Background: an optimization exercise with open tools, aiming at small area. Do not read the settings as production practice.
Only simulation tests tie the RTL to the original design; equivalence was not proved.
The clock port is modelled as an ideal driver, which makes a skipped or thinned clock tree look cheaper than it is; a real chip needs a root buffer or a tree.
Power is estimated from default activity; no workload was simulated.

// diodController
module diodController(
    input clk,
    input reset,
    input start,
    input noise_valid,
    output spi_mosi,
    output spi_clk,
    output spi_ss,
    output [7:0] debug_voltage,
    output spi_start,
    output varu,
    output [1:0] debug_window_count,
    output [2:0] debug_state,
    output debug_noise_valid_filter
);
For scale: roughly 170 cells after synthesis, about 34 flip-flops.
==> flow/config.mk <==
export PLATFORM = sky130hd
export DESIGN_NAME = diodController
export DESIGN_NICKNAME = diodController
export VERILOG_FILES = /design/flow/design.v
export SDC_FILE = /design/flow/constraint.sdc
export NUM_CORES = 4
export LEC_CHECK = 0
export CAP_MARGIN = 20
export CORE_MARGIN = 2
export CORE_UTILIZATION = 40
export SLEW_MARGIN = 20
==> flow/constraint.sdc <==
create_clock -name core_clock -period 20.0 [get_ports {clk}]
set_input_delay 4.0000 -clock core_clock [delete_from_list [all_inputs] [get_ports {clk}]]
set_output_delay 4.0000 -clock core_clock [all_outputs]
set_load 0.01 [all_outputs]
standard.sh (not shown) runs the stock make flow with config.mk's settings and CLKGATE_MAP_FILE= SYNTH_SCRIPT=/design/flow/synth_recipe.tcl, a recipe that flattens the netlist after the stock synthesis.
==> flow/flow/run.sh <==
#!/bin/bash
set -euo pipefail
export BUFFER_PORTS_ARGS="-buffer_cell sky130_fd_sc_hd__buf_1"
export CTS_ARGS="-sink_clustering_enable -repair_clock_nets -dont_use_dummy_load"
bash standard.sh > standard.log 2>&1
Next try:
==> flow/flow/run.sh (replaced) <==
#!/bin/bash
set -euo pipefail
export BUFFER_PORTS_ARGS="-buffer_cell sky130_fd_sc_hd__buf_1"
export CTS_ARGS="-sink_clustering_enable -repair_clock_nets -dont_use_dummy_load -buf_list sky130_fd_sc_hd__clkbuf_8 -sink_clustering_size 40 -sink_clustering_max_diameter 300"
bash standard.sh > standard.log 2>&1
Cell count is unchanged.
Total power stays the same.
Synthesized cell count does not change.
Register-to-register slack is about the same.
Count of clock-buffer cells in the layout stays the same.
Hold slack is unchanged.
Final area is unchanged.
Non-clock buffer count is unchanged.
Die area is unchanged.
Next try:
==> flow/run.sh (new file) <==
#!/bin/bash
# synth_recipe.tcl (not shown) runs the flow's synth.tcl, then flattens the netlist and writes it again
# the make line also repeats each setting of config.mk as NAME=value (left out here)
make -C /OpenROAD-flow-scripts/flow DESIGN_CONFIG=/design/flow/config.mk WORK_HOME=/design/flow/orfs CLKGATE_MAP_FILE= SYNTH_SCRIPT=/design/flow/synth_recipe.tcl finish
removed: flow/flow/run.sh
removed: flow/standard.sh
The new run ran to the end with no violations; cell area increases by roughly a tenth; clock power increases by well over a third; clock skew decreases by 0.018 ns.
Next try:
==> flow/flow/run.sh (new file) <==
#!/bin/bash
set -euo pipefail
export BUFFER_PORTS_ARGS="-buffer_cell sky130_fd_sc_hd__buf_1"
export CTS_ARGS="-sink_clustering_enable -repair_clock_nets -dont_use_dummy_load"
export RECOVER_POWER=100
bash standard.sh > standard.log 2>&1
==> flow/standard.sh (new file) <==
#!/bin/bash
# synth_recipe.tcl (not shown) runs the flow's synth.tcl, then flattens the netlist and writes it again
# the make line also repeats each setting of config.mk as NAME=value (left out here)
make -C /OpenROAD-flow-scripts/flow DESIGN_CONFIG=/design/flow/config.mk WORK_HOME=/design/flow/orfs CLKGATE_MAP_FILE= SYNTH_SCRIPT=/design/flow/synth_recipe.tcl "${@:-finish}"
removed: flow/run.sh
Effect: Cell area fell by roughly a tenth; power fell by roughly a tenth; cell count fell slightly; first-iteration DRC count fell by about a fifth; global-route usage fell by 0.92 points; worst setup slack gets better by 0.78 ns.

========
Setup of main:
Another version of the RTL of diodController (not shown whole).
Size in the first run: roughly 170 cells after synthesis, roughly 23 I/O pins, about 1700 µm² of cells after synthesis.
export LEC_CHECK = 0
export CAP_MARGIN = 20
export CORE_MARGIN = 2
export CORE_UTILIZATION = 40
export SLEW_MARGIN = 20
create_clock -name core_clock -period 20.0 [get_ports {clk}]
==> flow/flow/run.sh <==
#!/bin/bash
# The standard layout (standard.sh) with these changes:
#  - port buffers are buf_1 cells;
#  - after floorplan, OpenROAD's restructure re-maps the combinational logic
#    for area (flow/rmp.tcl); the registers stay as synthesis made them;
#  - the clock is distributed by a few clkbuf_8 cells, one per group of
#    nearby flip-flops (flow/cts_pre.tcl).
set -euo pipefail
here=$(pwd)
export BUFFER_PORTS_ARGS="-buffer_cell sky130_fd_sc_hd__buf_1"
export POST_FLOORPLAN_TCL=$here/flow/rmp.tcl
export PRE_CTS_TCL=$here/flow/cts_pre.tcl
export CLK_SPLIT_N=2
export CLK_SPLIT_CELL=sky130_fd_sc_hd__clkbuf_8
bash standard.sh > standard.log 2>&1
==> flow/flow/cts_pre.tcl <==
# Clock tree: the clock port drives a few clock buffers, each placed at the
# centre of a group of nearby flip-flops and driving that group. With so few
# flip-flops this replaces the H-tree that clock_tree_synthesis would build.
source [file dirname [info script]]/clk_split.tcl
clk_split clk $::env(CLK_SPLIT_N) $::env(CLK_SPLIT_CELL)
proc clock_tree_synthesis {args} {
  puts "clock_tree_synthesis skipped: clock buffers placed by flow/cts_pre.tcl"
}
Other scripts of this flow, unchanged in this note and not shown: flow/flow/clk_split.tcl, flow/flow/rmp.tcl
main went all the way through synthesis, placement and routing and the layout is clean on timing, DRC and antenna.
The following lists how the feature branch was set up differently from main:
-- flow/flow/run.sh --
<<< main, line 11
export POST_FLOORPLAN_TCL=$here/flow/rmp.tcl
export PRE_CTS_TCL=$here/flow/cts_pre.tcl
export CLK_SPLIT_N=2
export CLK_SPLIT_CELL=sky130_fd_sc_hd__clkbuf_8
bash standard.sh > standard.log 2>&1
>>> the feature branch, line 11
export POST_FLOORPLAN_TCL=$here/flow/rmp.tcl
export PRE_CTS_TCL=$here/flow/cts_pre.tcl
export CLK_SPLIT_N=3
export CLK_SPLIT_CELL=sky130_fd_sc_hd__clkbuf_8
bash standard.sh > standard.log 2>&1
Notes after the runs:
For the total length of routed wires, the feature branch came in about 2% higher than main did.
Proportion of layout cells with a drive suffix above 1 (higher): the feature branch
Taking main as the reference, in the feature branch final core utilization went up 0.34 points; routed length on met1 went down 18 µm.
In every run of this note, the design's own scripts or RTL, not TritonCTS, make the clock network.

afterwards: timing with drivers on the ports:
How much do the figures lean on ideal ports? The routed layouts below were timed once more, with nothing changed but the port constraints.
Step 1, drivers: a clkbuf_16 drives clk and a buf_2 each remaining input, both assumed.
Step 2 moves the port delays by t, midway between the first and last clock arrival at a register: inputs arrive t later, outputs are due t later. That takes back most of the time a late clock gives input paths.
Three values: no drivers, after step 1, after step 2; two values: the first two.
| run | shift t [ns] | setup slack, ns | worst setup path after step 2 | pins driven straight from the clock port |
|---|---|---|---|---|
| the first run of note 1 | 0.301 | 11.747 / 11.720 / 11.720 | input to output | 1 |
| the second run of note 1 | 0.301 | 11.747 / 11.720 / 11.720 | input to output | 1 |
| the third run of note 1 | 0.304 | 10.966 / 10.942 / 10.942 | input to output | 1 |
| the fourth run of note 1 | 0.300 | 11.747 / 11.720 / 11.720 | input to output | 1 |
| main | 0.185 | 11.763 / 11.741 / 11.741 | input to output | 2 |
| the feature branch | 0.179 | 11.763 / 11.741 / 11.741 | input to output | 3 |
After both steps every run listed still meets setup and hold.
